Context: an optimization exercise on an open-source flow, tuned for small area. The choices shown serve that exercise and are no tape-out recipe. RTL that was checked went through simulation tests only; none was proved equivalent to the original. Power is estimated from default activity; no workload was simulated.

Setup of JK:
==> flow/design.v (excerpt) <==
module k580vm80a
(
   input         pin_clk,        
   input         pin_f1,         
   input         pin_f2,         
   input         pin_reset,      
   output [15:0] pin_a,          
   output  [7:0] pin_dout,       
   input   [7:0] pin_din,        
   output        pin_aena,       
   output        pin_dena,       
   input         pin_hold,      
   output        pin_hlda,      
   input         pin_ready,     
   output        pin_wait,      
   input         pin_int,       
   output        pin_inte,      
   output        pin_sync,      
   output        pin_dbin,      
   output        pin_wr_n
);
Size: roughly 1400 cells after synthesis, about 250 flip-flops, roughly 47 I/O pins, ~13000 um^2 of cells after synthesis.
clock: 8.0 ns
lec_check: 0
abc_area: 1
cap_margin: 20
core_margin: 2
core_utilization: 40
slew_margin: 20
run.sh (not shown) runs the stock make flow with config.mk's settings and CLKGATE_MAP_FILE= SYNTH_SCRIPT=/design/flow/synth_recipe.tcl, a recipe that flattens the netlist after the stock synthesis.
Setup changes, JK to MS
Settings: clearing ABC_AREA, which used to be 1.
==> results.txt <==
Relative to JK, the share of cell area taken by multi-input logic gates of MS is higher by 6.7 points.
MS vs. JK: portion of the layout cell area used by non-clock buffers went up by 0.75 points.
Delta (MS minus JK): via count of the first global-routing pass went up by 1260; half-perimeter wire length after placement +about 9%; number of DRC violations after detailed-routing iteration 0 increased by 518 relative to the old numbers; share of the clock period used by the worst path after layout saw an increase; fraction of standard cell area that is sequential dropped 3.0 points.
Arrival time of the worst setup path (MS over JK): increase, 1.07 ns
JK vs MS, largest family of logic cells by synthesized area: simple AND/OR/NAND/NOR gates vs compound AO/OA/AOI/OAI gates
Diff JK -> MS: number of non-filler instances in the completed layout shows a reduction of about 3%, die area shows an increase of about 7%, post-layout minimum cycle time shows an increase of 1.06 ns.


## wip/maple
k580vm80a, a different RTL version from the one above (not shown whole).
Size in the first run: about 200 flip-flops, roughly 47 I/O pins, roughly 0.010 mm² of cells after synthesis.
Settings: LEC_CHECK=0, ABC_AREA=1, CAP_MARGIN=20, CORE_MARGIN=2, CORE_UTILIZATION=55, CTS_BUF_LIST=sky130_fd_sc_hd__clkbuf_8, CTS_CLUSTER_DIAMETER=60, CTS_CLUSTER_SIZE=16, SLEW_MARGIN=20; clock period 8.0 ns.
standard.sh (not shown) runs the stock make flow with config.mk's settings and CLKGATE_MAP_FILE= SYNTH_SCRIPT=/design/flow/synth_recipe.tcl, a recipe that flattens the netlist after the stock synthesis.
==> flow/flow/run.sh <==
#!/bin/bash
# The standard layout (standard.sh), with these changes:
#  - synthesis maps the logic with an area-oriented ABC script (flow/abc_area.script,
#    used in place of ORFS's abc_area.script; ABC does not touch the registers),
#    and leaves adders to ABC instead of extracting full/half-adder cells first;
#  - port buffers use the smallest buffer cell;
#  - clock tree synthesis inserts no dummy loads.
# The make output is in ./logs_flow/standard.log, each step's log under orfs/logs.
set -euo pipefail
here=$PWD
mkdir -p "$here/logs_flow"
rm -rf "$here/scripts_area"
cp -r "$FLOW_HOME/scripts" "$here/scripts_area"
cp "$here/flow/abc_area.script" "$here/scripts_area/abc_area.script"
bash "$here/standard.sh" SCRIPTS_DIR="$here/scripts_area" ADDER_MAP_FILE= \
     BUFFER_PORTS_ARGS="-buffer_cell sky130_fd_sc_hd__buf_1" \
     CTS_ARGS="-sink_clustering_enable -repair_clock_nets -sink_clustering_size 16 -sink_clustering_max_diameter 60 -buf_list sky130_fd_sc_hd__clkbuf_8 -dont_use_dummy_load" \
     finish > "$here/logs_flow/standard.log" 2>&1
==> flow/flow/abc_area.script <==
strash
balance
rewrite
refactor
balance
rewrite
rewrite -z
balance
refactor -z
rewrite -z
balance
dch -f
amap -F 4 -A 8
topo
Here is what was changed in the inputs of wip/garnet compared with wip/maple.
Settings: CTS_CLUSTER_SIZE: 16 -> 10; CTS_CLUSTER_DIAMETER: 60 -> 40; CTS_BUF_LIST: sky130_fd_sc_hd__clkbuf_8 -> sky130_fd_sc_hd__clkbuf_4; CORE_UTILIZATION: 55 -> 65.
diff --git a/flow/flow/run.sh b/flow/flow/run.sh
--- a/flow/flow/run.sh
+++ b/flow/flow/run.sh
@@ -17 +17 @@
-     CTS_ARGS="-sink_clustering_enable -repair_clock_nets -sink_clustering_size 16 -sink_clustering_max_diameter 60 -buf_list sky130_fd_sc_hd__clkbuf_8 -dont_use_dummy_load" \
+     CTS_ARGS="-sink_clustering_enable -repair_clock_nets -sink_clustering_size 10 -sink_clustering_max_diameter 40 -buf_list sky130_fd_sc_hd__clkbuf_4 -dont_use_dummy_load" \
Results
Total length of routed met3 wires (wip/garnet vs. wip/maple) increases by more than a quarter
Area of the multi-input gates essentially unchanged between wip/garnet and wip/maple.
Compared with wip/maple, wip/garnet shows a higher final routed wirelength across all metal layers.
wip/maple -> wip/garnet: pin count of the biggest net entering global routing increased by more than 10%
Delta (wip/garnet minus wip/maple): fraction of power consumed by combinational cells went up 1.0 points; share of the final layout cell area in multi-input gates went up 0.24 points; fraction of area in registers went up 0.22 points.


Another version of the RTL of k580vm80a (not shown whole).
Size in the first run: about 190 flip-flops, ~9800 um2 of cells after synthesis.
export LEC_CHECK = 0
export ABC_AREA = 1
export CAP_MARGIN = 0
export CORE_MARGIN = 2
export CORE_UTILIZATION = 55
export CTS_BUF_LIST = sky130_fd_sc_hd__clkbuf_8
export CTS_CLUSTER_DIAMETER = 60
export CTS_CLUSTER_SIZE = 16
export GPL_TIMING_DRIVEN = 1
export SLEW_MARGIN = 0
create_clock -name core_clock -period 8.0 [get_ports {pin_clk}]
==> flow/flow/run.sh <==
#!/bin/bash
# The standard layout (standard.sh), with these changes:
#  - synthesis maps the logic with an area-oriented ABC script (flow/abc_area.script,
#    used in place of ORFS's abc_area.script; ABC does not touch the registers),
#    and leaves adders to ABC instead of extracting full/half-adder cells first;
#  - port buffers use the smallest buffer cell;
#  - clock tree synthesis inserts no dummy loads.
# The make output is in ./logs_flow/standard.log, each step's log under orfs/logs.
set -euo pipefail
here=$PWD
mkdir -p "$here/logs_flow"
rm -rf "$here/scripts_area"
cp -r "$FLOW_HOME/scripts" "$here/scripts_area"
cp "$here/flow/abc_area.script" "$here/scripts_area/abc_area.script"
bash "$here/standard.sh" SCRIPTS_DIR="$here/scripts_area" ADDER_MAP_FILE= \
     BUFFER_PORTS_ARGS="-buffer_cell sky130_fd_sc_hd__buf_1" \
     CTS_ARGS="-sink_clustering_enable -repair_clock_nets -sink_clustering_size 16 -sink_clustering_max_diameter 60 -buf_list sky130_fd_sc_hd__clkbuf_8 -dont_use_dummy_load" \
     finish > "$here/logs_flow/standard.log" 2>&1
==> flow/flow/abc_area.script <==
strash
balance
rewrite
refactor
balance
rewrite
rewrite -z
balance
refactor -z
rewrite -z
balance
dch -f
amap -F 4 -A 8
strash
balance
rewrite
refactor
balance
rewrite
rewrite -z
balance
refactor -z
rewrite -z
balance
dch -f
amap -F 4 -A 8
strash
balance
rewrite
refactor
balance
rewrite
rewrite -z
balance
refactor -z
rewrite -z
balance
dch -f
amap -F 4 -A 8
strash
balance
rewrite
refactor
balance
rewrite
rewrite -z
balance
refactor -z
rewrite -z
balance
dch -f
amap -F 4 -A 8
strash
balance
rewrite
refactor
balance
rewrite
rewrite -z
balance
refactor -z
rewrite -z
balance
dch -f
amap -F 4 -A 8
topo
The starting point finished clean.
Then changed:
--- a/flow/config.mk
+++ b/flow/config.mk
@@ -8,5 +8,5 @@
 export ABC_AREA = 1
-export CAP_MARGIN = 0
+export CAP_MARGIN = 10
 export CORE_MARGIN = 2
-export CORE_UTILIZATION = 55
+export CORE_UTILIZATION = 62
 export CTS_BUF_LIST = sky130_fd_sc_hd__clkbuf_8
@@ -15,2 +15,2 @@
 export GPL_TIMING_DRIVEN = 1
-export SLEW_MARGIN = 0
+export SLEW_MARGIN = 10
=> Area after synthesis is unchanged; power came out higher slightly; combinational power came out higher slightly; die area went down by roughly a tenth.
Then changed:
--- a/flow/config.mk
+++ b/flow/config.mk
@@ -10,3 +10,3 @@
 export CORE_MARGIN = 2
-export CORE_UTILIZATION = 62
+export CORE_UTILIZATION = 55
 export CTS_BUF_LIST = sky130_fd_sc_hd__clkbuf_8
- cell area hardly moves
- non-clock buffer count came out lower by 3
- wire length came out lower by 2.3%
Then changed:
--- a/flow/flow/run.sh
+++ b/flow/flow/run.sh
@@ -16,3 +16,3 @@
      BUFFER_PORTS_ARGS="-buffer_cell sky130_fd_sc_hd__buf_1" \
-     CTS_ARGS="-sink_clustering_enable -repair_clock_nets -sink_clustering_size 16 -sink_clustering_max_diameter 60 -buf_list sky130_fd_sc_hd__clkbuf_8 -dont_use_dummy_load" \
+     CTS_ARGS="-sink_clustering_enable -repair_clock_nets -sink_clustering_size 14 -sink_clustering_max_diameter 50 -buf_list sky130_fd_sc_hd__clkbuf_8 -dont_use_dummy_load" \
      finish > "$here/logs_flow/standard.log" 2>&1
--- a/flow/config.mk
+++ b/flow/config.mk
@@ -12,4 +12,4 @@
 export CTS_BUF_LIST = sky130_fd_sc_hd__clkbuf_8
-export CTS_CLUSTER_DIAMETER = 60
-export CTS_CLUSTER_SIZE = 16
+export CTS_CLUSTER_DIAMETER = 50
+export CTS_CLUSTER_SIZE = 14
 export GPL_TIMING_DRIVEN = 1
Setup slack is unchanged.
Die area does not change.
Count of clock-buffer cells in the layout does not change.
Routed wire length stays the same.
Synthesized cell count does not change.
Critical path depth stays the same.
Total power stays the same.


k580vm80a, a different RTL version from the one above (not shown whole).
For scale: about 1,300 cells after synthesis, roughly 47 I/O pins.
Design k580vm80a, start of the top module:
module k580vm80a
(
   input         pin_clk,        
   input         pin_f1,         
   input         pin_f2,         
   input         pin_reset,      
   output [15:0] pin_a,          
   output  [7:0] pin_dout,       
   input   [7:0] pin_din,        
   output        pin_aena,       
   output        pin_dena,       
   input         pin_hold,      
   output        pin_hlda,      
   input         pin_ready,     
   output        pin_wait,      
   input         pin_int,       
   output        pin_inte,      
   output        pin_sync,      
   output        pin_dbin,      
   output        pin_wr_n
);
Settings: LEC_CHECK=0, ABC_AREA=1, CAP_MARGIN=20, CORE_MARGIN=2, CORE_UTILIZATION=55, CTS_BUF_LIST=sky130_fd_sc_hd__clkbuf_4, CTS_CLUSTER_DIAMETER=40, CTS_CLUSTER_SIZE=10, SLEW_MARGIN=20; clock period 8.0 ns.
run.sh (not shown) runs the stock make flow with config.mk's settings and CLKGATE_MAP_FILE= SYNTH_SCRIPT=/design/flow/synth_recipe.tcl, a recipe that flattens the netlist after the stock synthesis.
Stock flow here: none of the scripts above is used.
Then changed:
==> flow/flow/run.sh (new file) <==
#!/bin/bash
# The standard layout (standard.sh), with two changes:
#  - synthesis maps the logic with an area-oriented ABC script (flow/abc_area.script,
#    used in place of ORFS's abc_area.script; registers are not touched by ABC);
#  - port buffers use the smallest buffer cell.
# Each tool's output is in ./logs_flow and under orfs/logs.
set -euo pipefail
here=$PWD
mkdir -p "$here/logs_flow"
rm -rf "$here/scripts_area"
cp -r "$FLOW_HOME/scripts" "$here/scripts_area"
cp "$here/flow/abc_area.script" "$here/scripts_area/abc_area.script"
bash "$here/standard.sh" SCRIPTS_DIR="$here/scripts_area" \
     BUFFER_PORTS_ARGS="-buffer_cell sky130_fd_sc_hd__buf_1" finish \
     > "$here/logs_flow/standard.log" 2>&1
==> flow/flow/abc_area.script (new file) <==
strash
&get -n
&deepsyn -T 60
&put
dch -f
amap
topo
==> flow/standard.sh (new file) <==
#!/bin/bash
# synth_recipe.tcl (not shown) runs the flow's synth.tcl, then flattens the netlist and writes it again
# the make line also repeats each setting of config.mk as NAME=value (left out here)
make -C /OpenROAD-flow-scripts/flow DESIGN_CONFIG=/design/flow/config.mk WORK_HOME=/design/flow/orfs CLKGATE_MAP_FILE= SYNTH_SCRIPT=/design/flow/synth_recipe.tcl "${@:-finish}"
CTS_BUF_LIST = sky130_fd_sc_hd__clkbuf_8   (was sky130_fd_sc_hd__clkbuf_4)
CTS_CLUSTER_DIAMETER = 60   (was 40)
CTS_CLUSTER_SIZE = 16   (was 10)
removed: flow/run.sh
Power came out lower by 3.0%. Sequential power stays flat. Non-clock buffer count climbs by 17. Utilization is higher by 0.85 points. Synthesized area went down by 11%. Sequential share of layout area went up by 5.2 points. Fmax falls by 32%. Worst setup slack loses 2.3 ns. Cell count went down by 16%. Die area went down by 11%.
Then changed:
==> flow/run.sh (new file) <==
#!/bin/bash
# synth_recipe.tcl (not shown) runs the flow's synth.tcl, then flattens the netlist and writes it again
# the make line also repeats each setting of config.mk as NAME=value (left out here)
make -C /OpenROAD-flow-scripts/flow DESIGN_CONFIG=/design/flow/config.mk WORK_HOME=/design/flow/orfs CLKGATE_MAP_FILE= SYNTH_SCRIPT=/design/flow/synth_recipe.tcl finish
CTS_CLUSTER_SIZE = 20   (was 16)
removed: flow/flow/run.sh
removed: flow/flow/abc_area.script
removed: flow/standard.sh
The changed run passed the timing, DRC and antenna checks.
Power went up by 1.4%.
Wire length rose by about 8%.
Worst setup slack gains 2.3 ns.
Utilization is lower by 1.1 points.
Clock power decreases by 9.0%.
Die area rises by 12%.
Design area rises by about 10%.
Clock skew rises by 0.0064 ns.
Function was not checked in any run of this note: the RTL went through the layout flow alone.

afterwards: timing with drivers on the ports:
No port has a modelled driver above. Below, the same layouts with a new extraction and two added sets of constraints.
Step 1 (the two cells are an assumption about what drives the block):
set clk [get_ports {pin_clk}]
set_driving_cell -lib_cell sky130_fd_sc_hd__clkbuf_16 $clk
set_driving_cell -lib_cell sky130_fd_sc_hd__buf_2 [delete_from_list [all_inputs] $clk]
Step 2 moves the port delays by t, midway between the first and last clock arrival at a register: inputs arrive t later, outputs are due t later. That takes back most of the time a late clock gives input paths.
Three values: no drivers, after step 1, after step 2; two values: the first two.
run	shift t [ns]	setup slack, ns	pins driven straight from the clock port
JK	0.614	2.771 / 2.771 / 2.771	1
MS	0.617	1.713 / 1.713 / 1.713	1
wip/maple	0.564	0.696 / 0.696 / 0.696	1
wip/garnet	0.696	0.850 / 0.850 / 0.850	1
the first run of note 3	0.504	0.584 / 0.584 / 0.584	1
the second run of note 3	0.516	0.495 / 0.495 / 0.495	1
the third run of note 3	0.504	0.584 / 0.584 / 0.584	1
the fourth run of note 3	0.504	0.584 / 0.584 / 0.584	1
the first run of note 4	0.685	3.025 / 3.025 / 3.025	1
the second run of note 4	0.581	0.722 / 0.722 / 0.722	1
the third run of note 4	0.602	3.000 / 3.000 / 3.000	1
After both steps every run listed still meets setup and hold.
